What follows belongs to an exercise in optimizing a design on an open flow for small area; a production flow would make more cautious choices. In this exercise RTL edits were held to simulation tests only and were not proved equivalent to the original. Power is estimated from default activity; no workload was simulated.

==> run B <==
Design spectrum_bins, start of the top module:
module spectrum_bins(
    input         clk,
    input         rst,
    input         in_valid,         
    input         in_last,          
    input  [23:0] in_re,            
    input  [23:0] in_im,            
    output [464:0] freq_cnts        
    );
==> module freq_counter, before the edit <==
module freq_counter(
    input clk,
    input rst,
    input we,
    input start_pipe,
    input start_pipe_n,         
    input [14:0] sel,           
    input [22:0] maxp,
    input [20:0] minq,          
    input cmax,
    input cmin,
    output reg [464:0] freq_cnts
    );
    reg  [30:0] freq_bins [0:14];
    reg  [30:0] cur;
    integer i;
    wire [23:0] x = {1'b0, maxp};
    wire [23:0] y = {3'd0, minq};
    wire [23:0] s = cur[23:0] ^ x ^ y;
    wire [23:0] c = {(cur[22:0] & x[22:0]) | (cur[22:0] & y[22:0]) | (x[22:0] & y[22:0]), cmin};
    wire [23:0] gg = s & c;
    wire [23:0] pp = s ^ c;
    wire [23:0] G0 = {gg[23:1], gg[0] | (pp[0] & cmax)}, P0 = pp;
    wire [23:0] G1, P1, G2, P2, G3, P3, G4, P4;
    genvar t;
    generate
        for (t = 0; t < 24; t = t + 1) begin : up1
            if (t % 2 == 1) begin : n
                assign G1[t] = G0[t] | (P0[t] & G0[t-1]);
                assign P1[t] = P0[t] & P0[t-1];
            end else begin : k
                assign G1[t] = G0[t];
                assign P1[t] = P0[t];
            end
        end
        for (t = 0; t < 24; t = t + 1) begin : up2
            if (t % 4 == 3) begin : n
                assign G2[t] = G1[t] | (P1[t] & G1[t-2]);
                assign P2[t] = P1[t] & P1[t-2];
            end else begin : k
                assign G2[t] = G1[t];
                assign P2[t] = P1[t];
            end
        end
        for (t = 0; t < 24; t = t + 1) begin : up3
            if (t % 8 == 7) begin : n
                assign G3[t] = G2[t] | (P2[t] & G2[t-4]);
                assign P3[t] = P2[t] & P2[t-4];
            end else begin : k
                assign G3[t] = G2[t];
                assign P3[t] = P2[t];
            end
        end
        for (t = 0; t < 24; t = t + 1) begin : up4
            if (t == 15 || t == 23) begin : n
                assign G4[t] = G3[t] | (P3[t] & G3[t-8]);
                assign P4[t] = P3[t] & P3[t-8];
            end else begin : k
                assign G4[t] = G3[t];
                assign P4[t] = P3[t];
            end
        end
    endgenerate
    wire [23:0] GP;
    generate
        for (t = 0; t < 24; t = t + 1) begin : dn
            if (t == 0 || t == 1 || t == 3 || t == 7 || t == 15) begin : root
                assign GP[t] = (t == 0) ? G0[0] : (t == 1) ? G1[1] : (t == 3) ? G2[3] : (t == 7) ? G3[7] : G4[15];
            end else if (t == 23) begin : top
                assign GP[t] = G4[23] | (P4[23] & GP[15]);
            end else if (t % 8 == 7) begin : s8
                assign GP[t] = G3[t] | (P3[t] & GP[t-8]);
            end else if (t % 4 == 3) begin : s4
                assign GP[t] = G2[t] | (P2[t] & GP[t-4]);
            end else if (t % 2 == 1) begin : s2
                assign GP[t] = G1[t] | (P1[t] & GP[t-2]);
            end else begin : s1
                assign GP[t] = G0[t] | (P0[t] & GP[t-1]);
            end
        end
    endgenerate
    wire [24:0] kk = {GP, cmax};
    wire        k24 = kk[24];
    wire [30:0] sum;
    wire [6:0]  pre;
    genvar g;
    assign sum[23:0] = pp ^ kk[23:0];
    assign pre[0] = 1'b1;
    generate
        for (g = 1; g < 7; g = g + 1) begin : inc
            assign pre[g] = pre[g-1] & cur[23+g];
        end
    endgenerate
    assign sum[30:24] = cur[30:24] ^ ({7{k24}} & pre);
    wire        go   = we & ~start_pipe & ~rst;
    wire        keep = ~start_pipe & ~rst;
    wire [14:0] wr   = sel & {15{go}};
    wire [14:0] hold = ~(sel & {15{we}}) & {15{keep}};
    wire        load = start_pipe & ~rst;
    wire        stay = start_pipe_n & ~rst;
    always @(*) begin
        cur = 31'd0;
        for (i = 0; i < 15; i = i + 1)
            cur = cur | (freq_bins[i] & {31{sel[i]}});
    end
    always @(posedge clk) begin
        for (i = 0; i < 15; i = i + 1) begin
            freq_bins[i] <= (sum & {31{wr[i]}}) | (freq_bins[i] & {31{hold[i]}});
            freq_cnts[31 * i +: 31] <= (freq_bins[i] & {31{load}})
                                     | (freq_cnts[31 * i +: 31] & {31{stay}});
        end
    end
endmodule
==> module spectrum_bins, before the edit <==
module spectrum_bins(
    input         clk,
    input         rst,
    input         in_valid,         
    input         in_last,          
    input  [23:0] in_re,            
    input  [23:0] in_im,            
    output [464:0] freq_cnts        
    );
    reg  [3:0]  bin_no;
    reg  [6:0]  offset;
    reg         start_pipe;
    reg         start_pipe_n;
    wire        bin_end = (bin_no == 4'd14) ? (offset == 7'd71) : (offset == 7'd67);
    wire [14:0] sel;
    always @(posedge clk) begin
        if (rst) begin
            bin_no <= 4'd0;
            offset <= 7'd0;
            start_pipe <= 1'b0;
            start_pipe_n <= 1'b1;
        end else begin
            start_pipe <= in_last;
            start_pipe_n <= ~in_last;
            if (in_last) begin
                bin_no <= 4'd0;
                offset <= 7'd0;
            end else if (in_valid) begin
                if (bin_end) begin
                    offset <= 7'd0;
                    bin_no <= (bin_no == 4'd14) ? 4'd0 : bin_no + 4'd1;
                end else begin
                    offset <= offset + 7'd1;
                end
            end
        end
    end
    genvar g;
    generate
        for (g = 0; g < 15; g = g + 1) begin : dec
            assign sel[g] = (bin_no == g);
        end
    endgenerate
    wire        na = in_re[23];
    wire        nb = in_im[23];
    wire        za = na & ~|in_re[22:0];
    wire        zb = nb & ~|in_im[22:0];
    wire [22:0] ap = in_re[22:0] ^ {23{na}};
    wire [22:0] bp = in_im[22:0] ^ {23{nb}};
    wire        a_ge = nb ? (ap > bp) : (ap >= bp);
    wire        a_big = ~za & (zb | a_ge);
    wire        ta = a_big;
    wire        tb = ~a_big & ~zb;
    wire        ua = a_big & ~zb;
    wire        ub = ~a_big & ~za;
    wire [22:0] maxp = ({23{ta}} & ap) | ({23{tb}} & bp);
    wire [22:0] minp = ({23{ua}} & bp) | ({23{ub}} & ap);
    wire        smax = (ta & na) | (tb & nb);
    wire        smin = (ua & nb) | (ub & na);
    wire        cmin = smin & minp[1] & minp[0];
    freq_counter fft_pt2 (clk, rst, in_valid, start_pipe, start_pipe_n, sel,
                          maxp, minp[22:2], smax, cmin, freq_cnts);
endmodule
clock: 12.0 ns
lec_check: 0
cap_margin: 20
core_margin: 2
core_utilization: 50
slew_margin: 20
standard.sh (not shown) runs the stock make flow with config.mk's settings and CLKGATE_MAP_FILE= SYNTH_SCRIPT=/design/flow/synth_recipe.tcl, a recipe that flattens the netlist after the stock synthesis.
==> flow/flow/run.sh <==
#!/bin/bash
# Standard ORFS layout (the standard.sh), with the port buffers taken as
# the smallest buffer cell, and clock tree synthesis with clkbuf_8, sink clusters
# of at most 16 and no dummy loads.
set -euo pipefail
export BUFFER_PORTS_ARGS="-buffer_cell sky130_fd_sc_hd__buf_1"
export CTS_ARGS="-sink_clustering_enable -repair_clock_nets -dont_use_dummy_load -buf_list sky130_fd_sc_hd__clkbuf_8 -sink_clustering_size 16 -sink_clustering_max_diameter 60"
bash standard.sh > standard_flow.log 2>&1
==> run M (differences from run B) <==
==> flow/design.v (replaced) <==
module freq_counter(
    input clk,
    input rst,
    input we,
    input start_pipe,
    input start_pipe_n,         
    input [14:0] sel,           
    input [23:0] freq_mag,
    output reg [464:0] freq_cnts
    );
    reg  [30:0] freq_bins [0:14];
    reg  [30:0] cur;
    wire [30:0] sum = cur + {7'd0, freq_mag};
    integer i;
    wire        go   = we & ~start_pipe & ~rst;
    wire        keep = ~start_pipe & ~rst;
    wire [14:0] wr   = sel & {15{go}};
    wire [14:0] hold = ~(sel & {15{we}}) & {15{keep}};
    wire        load = start_pipe & ~rst;
    wire        stay = start_pipe_n & ~rst;
    always @(*) begin
        cur = 31'd0;
        for (i = 0; i < 15; i = i + 1)
            cur = cur | (freq_bins[i] & {31{sel[i]}});
    end
    always @(posedge clk) begin
        for (i = 0; i < 15; i = i + 1) begin
            freq_bins[i] <= (sum & {31{wr[i]}}) | (freq_bins[i] & {31{hold[i]}});
            freq_cnts[31 * i +: 31] <= (freq_bins[i] & {31{load}})
                                     | (freq_cnts[31 * i +: 31] & {31{stay}});
        end
    end
endmodule
module spectrum_bins(
    input         clk,
    input         rst,
    input         in_valid,         
    input         in_last,          
    input  [23:0] in_re,            
    input  [23:0] in_im,            
    output [464:0] freq_cnts        
    );
    reg  [3:0]  bin_no;
    reg  [6:0]  offset;
    reg         start_pipe;
    reg         start_pipe_n;
    wire [22:0] freq_re_abs;
    wire [22:0] freq_im_abs;
    wire [23:0] freq_mag;
    wire        bin_end = (bin_no == 4'd14) ? (offset == 7'd71) : (offset == 7'd67);
    wire [14:0] sel;
    always @(posedge clk) begin
        if (rst) begin
            bin_no <= 4'd0;
            offset <= 7'd0;
            start_pipe <= 1'b0;
            start_pipe_n <= 1'b1;
        end else begin
            start_pipe <= in_last;
            start_pipe_n <= ~in_last;
            if (in_last) begin
                bin_no <= 4'd0;
                offset <= 7'd0;
            end else if (in_valid) begin
                if (bin_end) begin
                    offset <= 7'd0;
                    bin_no <= (bin_no == 4'd14) ? 4'd0 : bin_no + 4'd1;
                end else begin
                    offset <= offset + 7'd1;
                end
            end
        end
    end
    genvar g;
    generate
        for (g = 0; g < 15; g = g + 1) begin : dec
            assign sel[g] = (bin_no == g);
        end
    endgenerate
    assign freq_re_abs = (in_re[23]) ? ~(in_re[22:0]) + 1 : in_re[22:0];
    assign freq_im_abs = (in_im[23]) ? ~(in_im[22:0]) + 1 : in_im[22:0];
    assign freq_mag = (freq_re_abs > freq_im_abs) ? freq_re_abs + (freq_im_abs[22:2]) : freq_im_abs + (freq_re_abs[22:2]);
    freq_counter fft_pt2 (clk, rst, in_valid, start_pipe, start_pipe_n, sel, freq_mag, freq_cnts);
endmodule
==> flow/flow/run.sh (replaced) <==
#!/bin/bash
# Standard ORFS layout (the standard.sh), with the port buffers taken as
# the smallest buffer cell and clock tree synthesis without dummy loads.
set -euo pipefail
export BUFFER_PORTS_ARGS="-buffer_cell sky130_fd_sc_hd__buf_1"
export CTS_ARGS="-sink_clustering_enable -repair_clock_nets -dont_use_dummy_load"
bash standard.sh > standard_flow.log 2>&1
- CORE_UTILIZATION: 50 -> 40
==> summary.md <==
The repair_antennas step left the layout with diodes totalling 5. The routed design uses 64,700 µm of met2 wire. The initial utilization of the core area, before any placement, comes to 50.7%. Synthesis handed over a netlist of 3,246 instances. Summing all placed instances gives a cell area of 37,500 µm². In this run the most critical hold path is launched from fft_pt2.freq_bins[0][8]. The run finished with no timing, DRC or antenna violations. The run gives 35,000 µm² as the total standard cell area after synthesis.

The internal portion of the total power is 4150 µW. For the setup clock skew after layout, the log shows 0.0927 ns. Clock-pin slew was measured on the worst setup and hold paths at 0.10 ns.

For this block, wires on met1 add up to 55,700 µm. The worst pin sits at a relative slew slack of 14.5%.
# the run above: run B

==> summary.md <==
The run gives 0.0576 ns as the setup clock skew after layout. The normalized max-slew margin is 20.3%. For this configuration, the core starts out at a cell density of 40.2%.

The antenna cell count is 1, and the internal portion of total power is 5030 µW. The total standard cell area after synthesis was 36,200 µm². The maximum net fanout on the critical path was 23; the placed instance area was 39,400 µm². The wire length the detailed router placed on met1 is 62,900 µm. The startpoint identified for the worst hold timing path is fft_pt2.freq_bins[4][14]. The flow ran to the end and the layout has no timing, DRC or antenna violations. After clock tree synthesis, the clock-pin slew on the worst setup and hold paths is 0.06 ns. The run gives 3,341 as the post-synthesis cell count.
# the run above: run M

re-timing with driven ports:
The results above use ideal ports. As a check the final layouts listed here were re-extracted and re-timed, cells and wires unchanged.
Step 1, drivers: a clkbuf_16 drives clk and a buf_2 each remaining input, both assumed.
Step 2 moves the port delays by t, midway between the first and last clock arrival at a register: inputs arrive t later, outputs are due t later. That takes back most of the time a late clock gives input paths.
Three values: no drivers, after step 1, after step 2; two values: the first two.
run	t, ns	setup WS [ns]	hold WS [ns]	worst slew at a driven data input, ns
run B	0.734	2.567 / 2.609 / 1.875	0.464 / 0.464 / 0.464	0.04
run M	0.698	1.639 / 1.683 / 0.985	0.459 / 0.459 / 0.459	0.08
After both steps every run listed still meets setup and hold. The setup slack of run B, which loses most, moves by +0.042 ns with the drivers and by -0.692 ns with both steps.
